Background: an optimization exercise with open tools, aiming at small area, a short achievable clock period and few clock cycles per item. Do not read the settings as production practice. RTL that was checked went through simulation tests only; none was proved equivalent to the original. Power and IR drop assume default switching activity.

==> flow/design.v <==
`timescale 1 ns / 1 ps
`default_nettype none
module axi4l_slv_top #(
    parameter int ADDR_WIDTH = 12,
    parameter int DATA_WIDTH = 32
) (
    input var                     aclk,
    input var                     aresetn,
    input var  [  ADDR_WIDTH-1:0] s_axi_awaddr,
    input var  [             2:0] s_axi_awprot,
    input var                     s_axi_awvalid,
    output var                    s_axi_awready,
    input var  [  DATA_WIDTH-1:0] s_axi_wdata,
    input var  [DATA_WIDTH/8-1:0] s_axi_wstrb,
    input var                     s_axi_wvalid,
    output var                    s_axi_wready,
    output var [             1:0] s_axi_bresp,
    output var                    s_axi_bvalid,
    input var                     s_axi_bready,
    input var  [  ADDR_WIDTH-1:0] s_axi_araddr,
    input var  [             2:0] s_axi_arprot,
    input var                     s_axi_arvalid,
    output var                    s_axi_arready,
    output var [  DATA_WIDTH-1:0] s_axi_rdata,
    output var [             1:0] s_axi_rresp,
    output var                    s_axi_rvalid,
    input var                     s_axi_rready,
    output var                    irq_reg_irq,
    input var                     reg_irq_bit0,
    output var [            31:0] reg_a_b,
    input var  [            31:0] reg_c_d
);
  logic b_free, wr_hs;
  logic bvalid_q, bidle_q, berr_q;
  assign b_free = bidle_q || s_axi_bready;
  assign s_axi_awready = s_axi_wvalid && b_free;
  assign s_axi_wready = s_axi_awvalid && b_free;
  assign wr_hs = s_axi_awvalid && s_axi_wvalid && b_free;
  logic [9:0] wa;
  logic wa_lo;   
  assign wa = s_axi_awaddr[11:2];
  assign wa_lo = (wa[9:4] == 6'd0);
  logic wr_trap, wr_mask, wr_force, wr_trig, wr_a, wr_ok;
  assign wr_trap = wr_hs && wa_lo && (wa[3:0] == 4'd1);
  assign wr_mask = wr_hs && wa_lo && (wa[3:0] == 4'd2);
  assign wr_force = wr_hs && wa_lo && (wa[3:0] == 4'd3);
  assign wr_trig = wr_hs && wa_lo && (wa[3:0] == 4'd5);
  assign wr_a = wr_hs && wa_lo && (wa[3:0] == 4'd8);
  assign wr_ok = wa_lo && (wa[3:0] <= 4'd5 || wa[3:0] == 4'd8);
  always_ff @(posedge aclk) begin
    if (!aresetn) bvalid_q <= 1'b0;
    else if (wr_hs) bvalid_q <= 1'b1;
    else if (s_axi_bready) bvalid_q <= 1'b0;
  end
  always_ff @(posedge aclk) begin
    if (!aresetn) bidle_q <= 1'b1;
    else if (wr_hs) bidle_q <= 1'b0;
    else if (s_axi_bready) bidle_q <= 1'b1;
  end
  always_ff @(posedge aclk) begin
    if (b_free) berr_q <= !wr_ok;
  end
  assign s_axi_bvalid = bvalid_q;
  assign s_axi_bresp = {berr_q, berr_q};
  logic trap_q, mask_q, trig_q, irq_in_q;
  logic [31:0] a_q;
  logic irq_event;
  always_ff @(posedge aclk) irq_in_q <= reg_irq_bit0;
  assign irq_event = reg_irq_bit0 && (!trig_q || !irq_in_q);
  always_ff @(posedge aclk) begin
    if (!aresetn) trap_q <= 1'b0;
    else
      trap_q <= (trap_q && !(wr_trap && !s_axi_wdata[0])) || (wr_force && s_axi_wdata[0]) ||
          irq_event;
  end
  always_ff @(posedge aclk) begin
    if (!aresetn) mask_q <= 1'b0;
    else if (wr_mask) mask_q <= s_axi_wdata[0];
  end
  always_ff @(posedge aclk) begin
    if (!aresetn) trig_q <= 1'b0;
    else if (wr_trig) trig_q <= s_axi_wdata[0];
  end
  logic a_ld, a_keep;
  assign a_ld = wr_a && aresetn;
  assign a_keep = !wr_a && aresetn;
  always_ff @(posedge aclk) a_q <= ({32{a_ld}} & s_axi_wdata) | ({32{a_keep}} & a_q);
  assign reg_a_b = a_q;
  assign irq_reg_irq = trap_q && mask_q;
  logic rvalid_q, ridle_q, rerr_q, r_free;
  logic [31:0] rdata_q;
  assign r_free = !rvalid_q || s_axi_rready;
  assign s_axi_arready = ridle_q || s_axi_rready;
  logic [9:0] ra;
  logic ra_lo;
  assign ra = s_axi_araddr[11:2];
  assign ra_lo = (ra[9:4] == 6'd0);
  logic ra_ok, rd_a, rd_c;
  assign ra_ok = ra_lo && (ra[3:0] <= 4'd5 || ra[3:0] == 4'd8 || ra[3:0] == 4'd9);
  assign rd_a = ra_lo && (ra[3:0] == 4'd8);
  assign rd_c = ra_lo && (ra[3:0] == 4'd9);
  logic rd_bit0;
  always_comb begin
    case (ra[3:0])
      4'd0: rd_bit0 = trap_q && mask_q;
      4'd1: rd_bit0 = trap_q;
      4'd2: rd_bit0 = mask_q;
      4'd4: rd_bit0 = irq_in_q;
      4'd5: rd_bit0 = trig_q;
      4'd8: rd_bit0 = a_q[0];
      4'd9: rd_bit0 = reg_c_d[0];
      default: rd_bit0 = 1'b0;
    endcase
  end
  always_ff @(posedge aclk) begin
    if (!aresetn) rvalid_q <= 1'b0;
    else if (r_free) rvalid_q <= s_axi_arvalid;
  end
  always_ff @(posedge aclk) begin
    if (!aresetn) ridle_q <= 1'b1;
    else if (r_free) ridle_q <= !s_axi_arvalid;
  end
  logic ld_a, ld_c, r_keep;
  assign ld_a = r_free && rd_a;
  assign ld_c = r_free && rd_c;
  assign r_keep = !r_free;
  always_ff @(posedge aclk) begin
    rdata_q[31:1] <= ({31{ld_a}} & a_q[31:1]) | ({31{ld_c}} & reg_c_d[31:1]) |
        ({31{r_keep}} & rdata_q[31:1]);
    rdata_q[0] <= (r_free && ra_lo && rd_bit0) || (r_keep && rdata_q[0]);
  end
  always_ff @(posedge aclk) begin
    if (r_free) rerr_q <= !ra_ok;
  end
  assign s_axi_rvalid = rvalid_q;
  assign s_axi_rdata = rdata_q;
  assign s_axi_rresp = {rerr_q, rerr_q};
endmodule
`default_nettype wire
clock: 3.0 ns
lec_check: 0
abc_area: 1
cap_margin: 20
core_margin: 2
core_utilization: 40
setup_slack_margin: 1.4
slew_margin: 20
standard.sh (not shown) runs the stock make flow with config.mk's settings and CLKGATE_MAP_FILE= SYNTH_SCRIPT=/design/flow/synth_recipe.tcl, a recipe that flattens the netlist after the stock synthesis.
==> flow/flow/run.sh <==
#!/bin/bash
# Standard ORFS layout with these changes:
#  - synthesis maps logic with the ABC script flow/abc_area.script (when present);
#    everything before ABC, so every register and its name, is the standard synthesis;
#  - the cells listed in flow/dont_use.txt (when present) are added to the platform's
#    don't-use list, for synthesis and the resizer (slow many-input OR/NOR gates);
#  - the port buffers are sky130 buf_1 cells instead of buffer_ports' default.
set -euo pipefail
here=$PWD
rm -rf "$here/scripts_abc"
cp -r "$FLOW_HOME/scripts" "$here/scripts_abc"
if [[ -f "$here/flow/abc_area.script" ]]; then
  cp "$here/flow/abc_area.script" "$here/scripts_abc/abc_area.script"
fi
args=()
if [[ -f "$here/flow/dont_use.txt" ]]; then
  base=$(make -s -C "$FLOW_HOME" DESIGN_CONFIG="$here/config.mk" WORK_HOME="$here/orfs" print-DONT_USE_CELLS | sed -n 's/^DONT_USE_CELLS: //p')
  args+=("DONT_USE_CELLS=$base $(tr '\n' ' ' < "$here/flow/dont_use.txt")")
fi
export BUFFER_PORTS_ARGS="-buffer_cell sky130_fd_sc_hd__buf_1"
bash standard.sh SCRIPTS_DIR="$here/scripts_abc" "${args[@]}" synth > synth.log 2>&1
bash standard.sh "${args[@]}" > standard.log 2>&1
==> flow/flow/abc_area.script <==
strash
&get -n
&dch -f
&nf
&put
topo
stime -c
==> flow/flow/dont_use.txt <==
sky130_fd_sc_hd__nor3_1
sky130_fd_sc_hd__nor3_2
sky130_fd_sc_hd__nor3_4
sky130_fd_sc_hd__nor3b_1
sky130_fd_sc_hd__nor3b_2
sky130_fd_sc_hd__nor3b_4
sky130_fd_sc_hd__nor4_1
sky130_fd_sc_hd__nor4_2
sky130_fd_sc_hd__nor4_4
sky130_fd_sc_hd__nor4b_1
sky130_fd_sc_hd__nor4b_2
sky130_fd_sc_hd__nor4b_4
sky130_fd_sc_hd__nor4bb_1
sky130_fd_sc_hd__nor4bb_2
sky130_fd_sc_hd__nor4bb_4
sky130_fd_sc_hd__or3_1
sky130_fd_sc_hd__or3_2
sky130_fd_sc_hd__or3_4
sky130_fd_sc_hd__or3b_1
sky130_fd_sc_hd__or3b_2
sky130_fd_sc_hd__or3b_4
sky130_fd_sc_hd__or4_1
sky130_fd_sc_hd__or4_2
sky130_fd_sc_hd__or4_4
sky130_fd_sc_hd__or4b_1
sky130_fd_sc_hd__or4b_2
sky130_fd_sc_hd__or4b_4
sky130_fd_sc_hd__or4bb_1
sky130_fd_sc_hd__or4bb_2
sky130_fd_sc_hd__or4bb_4
sky130_fd_sc_hd__or2_0
sky130_fd_sc_hd__or2_1
sky130_fd_sc_hd__or2_2
sky130_fd_sc_hd__or2_4
sky130_fd_sc_hd__and2_0
Next try:
--- a/flow/design.v
+++ b/flow/design.v
@@ -30,12 +30,13 @@
     output var [            31:0] reg_a_b,
     input var  [            31:0] reg_c_d
 );
-  logic b_free, wr_hs;
-  logic bvalid_q, bidle_q, berr_q;
-  assign b_free = bidle_q || s_axi_bready;
-  assign s_axi_awready = s_axi_wvalid && b_free;
-  assign s_axi_wready = s_axi_awvalid && b_free;
-  assign wr_hs = s_axi_awvalid && s_axi_wvalid && b_free;
+  logic wr_hs, b_pop;
+  logic bv0_q, b1_free_q;   
+  logic be0_q, be1_q;   
+  assign s_axi_awready = s_axi_wvalid && b1_free_q;
+  assign s_axi_wready = s_axi_awvalid && b1_free_q;
+  assign wr_hs = s_axi_awvalid && s_axi_wvalid && b1_free_q;
+  assign b_pop = bv0_q && s_axi_bready;
   logic [9:0] wa;
   logic wa_lo;   
   assign wa = s_axi_awaddr[11:2];
@@ -48,20 +49,22 @@
   assign wr_a = wr_hs && wa_lo && (wa[3:0] == 4'd8);
   assign wr_ok = wa_lo && (wa[3:0] <= 4'd5 || wa[3:0] == 4'd8);
   always_ff @(posedge aclk) begin
-    if (!aresetn) bvalid_q <= 1'b0;
-    else if (wr_hs) bvalid_q <= 1'b1;
-    else if (s_axi_bready) bvalid_q <= 1'b0;
+    if (!aresetn) begin
+      bv0_q <= 1'b0;
+      b1_free_q <= 1'b1;
+    end else begin
+      bv0_q <= (bv0_q && !b_pop) || !b1_free_q || wr_hs;
+      b1_free_q <= !((!b1_free_q && !b_pop) || (wr_hs && bv0_q && !b_pop));
+    end
   end
   always_ff @(posedge aclk) begin
-    if (!aresetn) bidle_q <= 1'b1;
-    else if (wr_hs) bidle_q <= 1'b0;
-    else if (s_axi_bready) bidle_q <= 1'b1;
+    if (!bv0_q || b_pop) be0_q <= b1_free_q ? !wr_ok : be1_q;
   end
   always_ff @(posedge aclk) begin
-    if (b_free) berr_q <= !wr_ok;
+    if (b1_free_q) be1_q <= !wr_ok;
   end
-  assign s_axi_bvalid = bvalid_q;
-  assign s_axi_bresp = {berr_q, berr_q};
+  assign s_axi_bvalid = bv0_q;
+  assign s_axi_bresp = {be0_q, be0_q};
   logic trap_q, mask_q, trig_q, irq_in_q;
   logic [31:0] a_q;
   logic irq_event;
What happened:
- The changed run finished clean
- routed wire length goes up slightly
- area after synthesis increases slightly
- total power decreases by a few percent
- clock power drops by about a fifth
- design area falls by a few percent
- worst hold slack improved by 0.0072 ns
- maximum frequency goes up slightly
- global-route usage hardly moves
- flip-flop and latch count goes up by 1
- via count rises slightly
- clock-buffer cell count does not change
- synthesized cell count is higher slightly
Testbench counts after the change, summed over its fixed seeds: cycles 1,608, items 3,200.
For the first run of this note, only the layout was checked, not whether the RTL still works.

[what the ideal ports hide]
The results above use ideal ports. As a check the final layouts listed here were re-extracted and re-timed, cells and wires unchanged. Step 1: set_driving_cell puts a clkbuf_16 on aclk and a buf_2 on each other input, an assumption about the parent block. Step 2, shift: input delay + t, output delay - t, t = (earliest + latest rising clock arrival at the registers) / 2. This alone moves slack from input paths to output paths. Slacks: no drivers / after step 1 / after step 2; pairs: no drivers / after step 1.
run | shift t [ns] | slack for setup (ns) | worst hold slack (ns) | worst setup path after step 2 | latest minus earliest clock arrival (ns)
the first run | 0.374 | 1.403 / 1.371 / 1.115 | 0.391 / 0.378 / 0.459 | input to register | 0.009 / 0.009
the second run | 0.366 | 1.433 / 1.393 / 1.127 | 0.399 / 0.389 / 0.457 | input to register | 0.014 / 0.014
After both steps every run listed still meets setup and hold. For the second run, which loses most, drivers alone change the setup slack by -0.040 ns; drivers and shift together by -0.306 ns.
